Context: an optimization exercise on an open-source flow, tuned for small area. The choices shown serve that exercise and are no tape-out recipe. Only simulation tests tie the RTL to the original design; equivalence was not proved. Power and IR drop assume default switching activity.

==> flow/design.v <==
module dataPath(
	input IRload,JMPmux, PCload, Meminst, MemWr, Aload, Reset, Clock, Sub,In,
	input [1:0] Asel,
	input [7:0] Input,
	output Aeq0, Apos,
	output [4:0] Address,
	output wire [2:0] IR,
	output [7:0] Output, RAM_Q);
	reg [7:0] ir, a, q;
	reg [4:0] pc;
	reg [7:0] mem [0:31];
	function [7:0] init_val(input integer w);
		case (w)
			0: init_val = 8'b10000000;  1: init_val = 8'b00111110;
			2: init_val = 8'b10000000;  3: init_val = 8'b00111111;
			4: init_val = 8'b00011110;  5: init_val = 8'b01111111;
			6: init_val = 8'b10110000;  7: init_val = 8'b11001100;
			8: init_val = 8'b00011111;  9: init_val = 8'b01111110;
			10: init_val = 8'b00111111; 11: init_val = 8'b11000100;
			12: init_val = 8'b00011110; 13: init_val = 8'b01111111;
			14: init_val = 8'b00111110; 15: init_val = 8'b11000100;
			16: init_val = 8'b00011110; 17: init_val = 8'b11111111;
			default: init_val = 8'b00000000;
		endcase
	endfunction
	wire [4:0] addr_n;
	genvar g, k;
	generate for (g = 0; g < 5; g = g + 1) begin : am
		mux2i u_m(.a0(pc[g]), .a1(ir[g]), .s(Meminst), .y(addr_n[g]));
		inv u_i(.a(addr_n[g]), .y(Address[g]));
	end endgenerate
	assign IR = ir[7:5];
	assign Output = a;
	assign Aeq0 = (a == 8'd0);
	assign Apos = ~a[7];
	assign RAM_Q = q;
	wire [31:0] rsel, wen;
	wire hold;
	dec u_dec(.a(Address), .an(addr_n), .In(In), .MemWr(MemWr), .rsel(rsel), .hold(hold), .wen(wen));
	wire [7:0] d0 = {8{In}} & a;
	wire [7:0] d1 = {8{~In}} | a;
	generate for (g = 0; g < 32; g = g + 1) begin : word
		for (k = 0; k < 8; k = k + 1) begin : b
			always @(posedge Clock)
				if (wen[g])
					mem[g][k] <= (g <= 17 || g >= 30) ? (init_val(g) >> k & 1 ? d1[k] : d0[k]) : a[k];
		end
	end endgenerate
	wire [7:0] q_next;
	generate for (g = 0; g < 8; g = g + 1) begin : rbit
		wire [32:0] d, s;
		for (k = 0; k < 32; k = k + 1) begin : t
			assign d[k] = mem[k][g];
		end
		assign d[32] = q[g];
		assign s = {hold, rsel};
		wire [10:0] nt;
		for (k = 0; k < 11; k = k + 1) begin : a
			aoi222 u(.a1(s[3*k]), .b1(d[3*k]), .a2(s[3*k+1]), .b2(d[3*k+1]), .a3(s[3*k+2]), .b3(d[3*k+2]), .y(nt[k]));
		end
		nand11 n(.x(nt), .y(q_next[g]));
	end endgenerate
	always @(posedge Clock) q <= q_next;
	always @(posedge Clock, posedge Reset)
		if (Reset) ir <= 8'd0;
		else if (IRload) ir <= q;
	wire [4:0] pc_inc;
	wire pc_jmp;
	pcnext u_pc(.pc(pc), .PCload(PCload), .JMPmux(JMPmux), .jmp(pc_jmp), .y(pc_inc));
	always @(posedge Clock, posedge Reset)
		if (Reset) pc <= 5'd0;
		else pc <= pc_jmp ? ir[4:0] : pc_inc;
	wire [7:0] a_next;
	alu u_alu(.a(a), .q(q), .in(Input), .Asel(Asel), .Sub(Sub), .Aload(Aload), .y(a_next));
	always @(posedge Clock, posedge Reset)
		if (Reset) a <= 8'd0;
		else a <= a_next;
endmodule
module dec(input [4:0] a, an, input In, MemWr, output [31:0] rsel, output hold, output [31:0] wen);
	wire [7:0] nhi;
	wire [3:0] nlo_r, nlo_w;
	predec u_pre(.a(a), .an(an), .In(In), .MemWr(MemWr), .nhi(nhi), .nlo_r(nlo_r), .nlo_w(nlo_w), .hold(hold));
	genvar w;
	generate for (w = 0; w < 32; w = w + 1) begin : d
		nor2 u_r(.a(nlo_r[w % 4]), .b(nhi[w / 4]), .y(rsel[w]));
		if (w <= 17 || w >= 30) begin : init
			o21ai u_w(.a1(nlo_w[w % 4]), .a2(nhi[w / 4]), .b1(In), .y(wen[w]));
		end else begin : plain
			nor2 u_w(.a(nlo_w[w % 4]), .b(nhi[w / 4]), .y(wen[w]));
		end
	end endgenerate
endmodule
module predec(input [4:0] a, an, input In, MemWr, output [7:0] nhi, output [3:0] nlo_r, nlo_w, output hold);
	wire mwn;
	genvar j;
	inv u_mw(.a(MemWr), .y(mwn));
	nand2 u_hold(.a(In), .b(mwn), .y(hold));
	generate for (j = 0; j < 8; j = j + 1) begin : h
		nand3 u(.a(j & 1 ? a[2] : an[2]), .b(j & 2 ? a[3] : an[3]), .c(j & 4 ? a[4] : an[4]), .y(nhi[j]));
	end
	for (j = 0; j < 4; j = j + 1) begin : l
		nand4 u_r(.a(In), .b(mwn), .c(j & 1 ? a[0] : an[0]), .d(j & 2 ? a[1] : an[1]), .y(nlo_r[j]));
		nand4 u_w(.a(In), .b(MemWr), .c(j & 1 ? a[0] : an[0]), .d(j & 2 ? a[1] : an[1]), .y(nlo_w[j]));
	end endgenerate
endmodule
module mux2i(input a0, a1, s, output y);
	assign y = ~(s ? a1 : a0);
endmodule
module inv(input a, output y);
	assign y = ~a;
endmodule
module nand2(input a, b, output y);
	assign y = ~(a & b);
endmodule
module nand3(input a, b, c, output y);
	assign y = ~(a & b & c);
endmodule
module nand4(input a, b, c, d, output y);
	assign y = ~(a & b & c & d);
endmodule
module nor2(input a, b, output y);
	assign y = ~(a | b);
endmodule
module o21ai(input a1, a2, b1, output y);
	assign y = ~((a1 | a2) & b1);
endmodule
module alu(input [7:0] a, q, in, input [1:0] Asel, input Sub, Aload, output [7:0] y);
	wire sg, eq, ei, ka, arith;
	alusel u_sel(.Asel(Asel), .Aload(Aload), .Sub(Sub), .arith(arith), .sg(sg), .eq(eq), .ei(ei), .ka(ka));
	wire [7:0] c;
	genvar i;
	generate for (i = 0; i < 8; i = i + 1) begin : b
		wire x, yv;
		and2 u_a(.a(a[i]), .b(ka), .y(x));
		if (i == 0) begin : z
			wire m;
			ao22 u_y(.a1(q[i]), .a2(eq), .b1(in[i]), .b2(ei), .y(yv));
			xor2 u_s(.a(x), .b(yv), .y(y[i]));
			mux2c u_m(.a0(Sub), .a1(a[i]), .s(q[i]), .en(arith), .y(c[1]));
		end else begin : n
			wire qx;
			xor2 u_x(.a(q[i]), .b(sg), .y(qx));
			ao22 u_y(.a1(qx), .a2(eq), .b1(in[i]), .b2(ei), .y(yv));
			if (i < 7) begin : f
				fadd u_f(.a(x), .b(yv), .ci(c[i]), .s(y[i]), .co(c[i+1]));
			end else begin : l
				wire p;
				xor2 u_p(.a(x), .b(yv), .y(p));
				xor2 u_s(.a(p), .b(c[i]), .y(y[i]));
			end
		end
	end endgenerate
endmodule
module alusel(input [1:0] Asel, input Aload, Sub, output arith, sg, eq, ei, ka);
	assign arith = Aload & ~Asel[1] & ~Asel[0];     
	assign sg = Sub & arith;                       
	assign eq = Aload & (Asel[1] | ~Asel[0]);     
	assign ei = Aload & ~Asel[1] & Asel[0];       
	assign ka = ~(Aload & (Asel[1] | Asel[0]));   
endmodule
module mux2c(input a0, a1, s, en, output y);
	assign y = en & (s ? a1 : a0);
endmodule
module and2(input a, b, output y);
	assign y = a & b;
endmodule
module ao22(input a1, a2, b1, b2, output y);
	assign y = (a1 & a2) | (b1 & b2);
endmodule
module pcnext(input [4:0] pc, input PCload, JMPmux, output jmp, output [4:0] y);
	wire inc;
	pcsel u_sel(.PCload(PCload), .JMPmux(JMPmux), .jmp(jmp), .inc(inc));
	wire [5:0] c;
	assign c[0] = inc;
	genvar i;
	generate for (i = 0; i < 5; i = i + 1) begin : b
		if (i < 4) begin : h
			hadd u_h(.a(pc[i]), .b(c[i]), .s(y[i]), .co(c[i+1]));
		end else begin : x
			xor2 u_x(.a(pc[i]), .b(c[i]), .y(y[i]));
		end
	end endgenerate
endmodule
module pcsel(input PCload, JMPmux, output jmp, inc);
	assign jmp = PCload & JMPmux;
	assign inc = PCload & ~JMPmux;
endmodule
module hadd(input a, b, output s, co);
	assign {co, s} = a + b;
endmodule
module xor2(input a, b, output y);
	assign y = a ^ b;
endmodule
module fadd(input a, b, ci, output s, co);
	assign {co, s} = a + b + ci;
endmodule
module aoi222(input a1, b1, a2, b2, a3, b3, output y);
	assign y = ~((a1 & b1) | (a2 & b2) | (a3 & b3));
endmodule
module nand11(input [10:0] x, output y);
	assign y = ~&x;
endmodule
==> flow/config.mk <==
export PLATFORM = sky130hd
export DESIGN_NAME = dataPath
export DESIGN_NICKNAME = dataPath
export VERILOG_FILES = /design/flow/design.v
export SDC_FILE = /design/flow/constraint.sdc
export NUM_CORES = 4
export LEC_CHECK = 0
export CAP_MARGIN = 0
export CORE_MARGIN = 2
export CORE_UTILIZATION = 70
export GPL_TIMING_DRIVEN = 0
export SETUP_SLACK_MARGIN = 0.05
export SLEW_MARGIN = 0
export SYNTH_HIERARCHICAL = 1
==> flow/constraint.sdc <==
create_clock -name core_clock -period 4.0 [get_ports {Clock}]
set_input_delay 0.8000 -clock core_clock [delete_from_list [all_inputs] [get_ports {Clock}]]
set_output_delay 0.8000 -clock core_clock [all_outputs]
set_load 0.01 [all_outputs]
standard.sh (not shown) runs the stock make flow with config.mk's settings and CLKGATE_MAP_FILE= SYNTH_SCRIPT=/design/flow/synth_recipe.tcl, a recipe that flattens the netlist after the stock synthesis.
==> flow/flow/run.sh <==
#!/bin/bash
# The standard layout, with these changes: the port buffers are buf_1 cells instead of the
# clkdlybuf4s50_1 that buffer_ports picks by default, the buffers that abc left in the netlist
# are removed before placement, and CTS builds the tree from small clock buffers and adds no
# dummy loads.
set -euo pipefail
export REMOVE_ABC_BUFFERS=1
export BUFFER_PORTS_ARGS="-buffer_cell sky130_fd_sc_hd__buf_1"
export CTS_ARGS="-sink_clustering_enable -repair_clock_nets -buf_list sky130_fd_sc_hd__clkbuf_4 -sink_clustering_size 10 -sink_clustering_max_diameter 60 -dont_use_dummy_load"
bash standard.sh > standard.log 2>&1
The first run passed the timing, design-rule and antenna checks.
Rerun with:
--- a/flow/design.v
+++ b/flow/design.v
@@ -122,47 +122,37 @@
 	assign y = ~(a | b);
 endmodule
 module o21ai(input a1, a2, b1, output y);
 	assign y = ~((a1 | a2) & b1);
 endmodule
 module alu(input [7:0] a, q, in, input [1:0] Asel, input Sub, Aload, output [7:0] y);
-	wire sg, eq, ei, ka, arith;
-	alusel u_sel(.Asel(Asel), .Aload(Aload), .Sub(Sub), .arith(arith), .sg(sg), .eq(eq), .ei(ei), .ka(ka));
+	wire sg, eq, ei, ka;
+	alusel u_sel(.Asel(Asel), .Aload(Aload), .Sub(Sub), .sg(sg), .eq(eq), .ei(ei), .ka(ka));
 	wire [7:0] c;
+	assign c[0] = sg;
 	genvar i;
 	generate for (i = 0; i < 8; i = i + 1) begin : b
-		wire x, yv;
+		wire x, qx, yv;
 		and2 u_a(.a(a[i]), .b(ka), .y(x));
-		if (i == 0) begin : z
-			wire m;
-			ao22 u_y(.a1(q[i]), .a2(eq), .b1(in[i]), .b2(ei), .y(yv));
-			xor2 u_s(.a(x), .b(yv), .y(y[i]));
-			mux2c u_m(.a0(Sub), .a1(a[i]), .s(q[i]), .en(arith), .y(c[1]));
-		end else begin : n
-			wire qx;
-			xor2 u_x(.a(q[i]), .b(sg), .y(qx));
-			ao22 u_y(.a1(qx), .a2(eq), .b1(in[i]), .b2(ei), .y(yv));
-			if (i < 7) begin : f
-				fadd u_f(.a(x), .b(yv), .ci(c[i]), .s(y[i]), .co(c[i+1]));
-			end else begin : l
-				wire p;
-				xor2 u_p(.a(x), .b(yv), .y(p));
-				xor2 u_s(.a(p), .b(c[i]), .y(y[i]));
-			end
+		xor2 u_x(.a(q[i]), .b(sg), .y(qx));
+		ao22 u_y(.a1(qx), .a2(eq), .b1(in[i]), .b2(ei), .y(yv));
+		if (i < 7) begin : f
+			fadd u_f(.a(x), .b(yv), .ci(c[i]), .s(y[i]), .co(c[i+1]));
+		end else begin : l
+			wire p;
+			xor2 u_p(.a(x), .b(yv), .y(p));
+			xor2 u_s(.a(p), .b(c[i]), .y(y[i]));
 		end
 	end endgenerate
 endmodule
-module alusel(input [1:0] Asel, input Aload, Sub, output arith, sg, eq, ei, ka);
-	assign arith = Aload & ~Asel[1] & ~Asel[0];     
+module alusel(input [1:0] Asel, input Aload, Sub, output sg, eq, ei, ka);
+	wire arith = Aload & ~Asel[1] & ~Asel[0];
 	assign sg = Sub & arith;                       
 	assign eq = Aload & (Asel[1] | ~Asel[0]);     
 	assign ei = Aload & ~Asel[1] & Asel[0];       
 	assign ka = ~(Aload & (Asel[1] | Asel[0]));   
-endmodule
-module mux2c(input a0, a1, s, en, output y);
-	assign y = en & (s ? a1 : a0);
 endmodule
 module and2(input a, b, output y);
 	assign y = a & b;
 endmodule
 module ao22(input a1, a2, b1, b2, output y);
 	assign y = (a1 & a2) | (b1 & b2);
- non-clock buffer count is higher by 1
- count of clock-buffer cells in the layout stays the same
- total power is lower by about 0.33%
- combinational power is about the same
- worst hold slack improves by 0.017 ns

static timing again, ports no longer ideal:
The results above use ideal ports. As a check the final layouts listed here were re-extracted and re-timed, cells and wires unchanged. Step 1 assumes that a clkbuf_16 drives the clock port and a buf_2 every other input. Step 2 also shifts input and output timing later by t, the mid clock arrival at the registers, as if the neighbouring blocks saw the same clock. a / b / c = ideal ports / drivers / drivers and shift; a / b = the first two.
run	t, ns	setup WS [ns]	worst setup path at the end	pins driven straight from the clock port
the first run	0.649	0.176 / 0.187 / -0.463	input to register	1
the second run	0.637	0.093 / 0.107 / -0.531	input to register	1
With both steps, setup timing fails in the first run and the second run, where it was met with ideal ports. The setup slack of the first run, which loses most, moves by +0.011 ns with the drivers and by -0.639 ns with both steps.
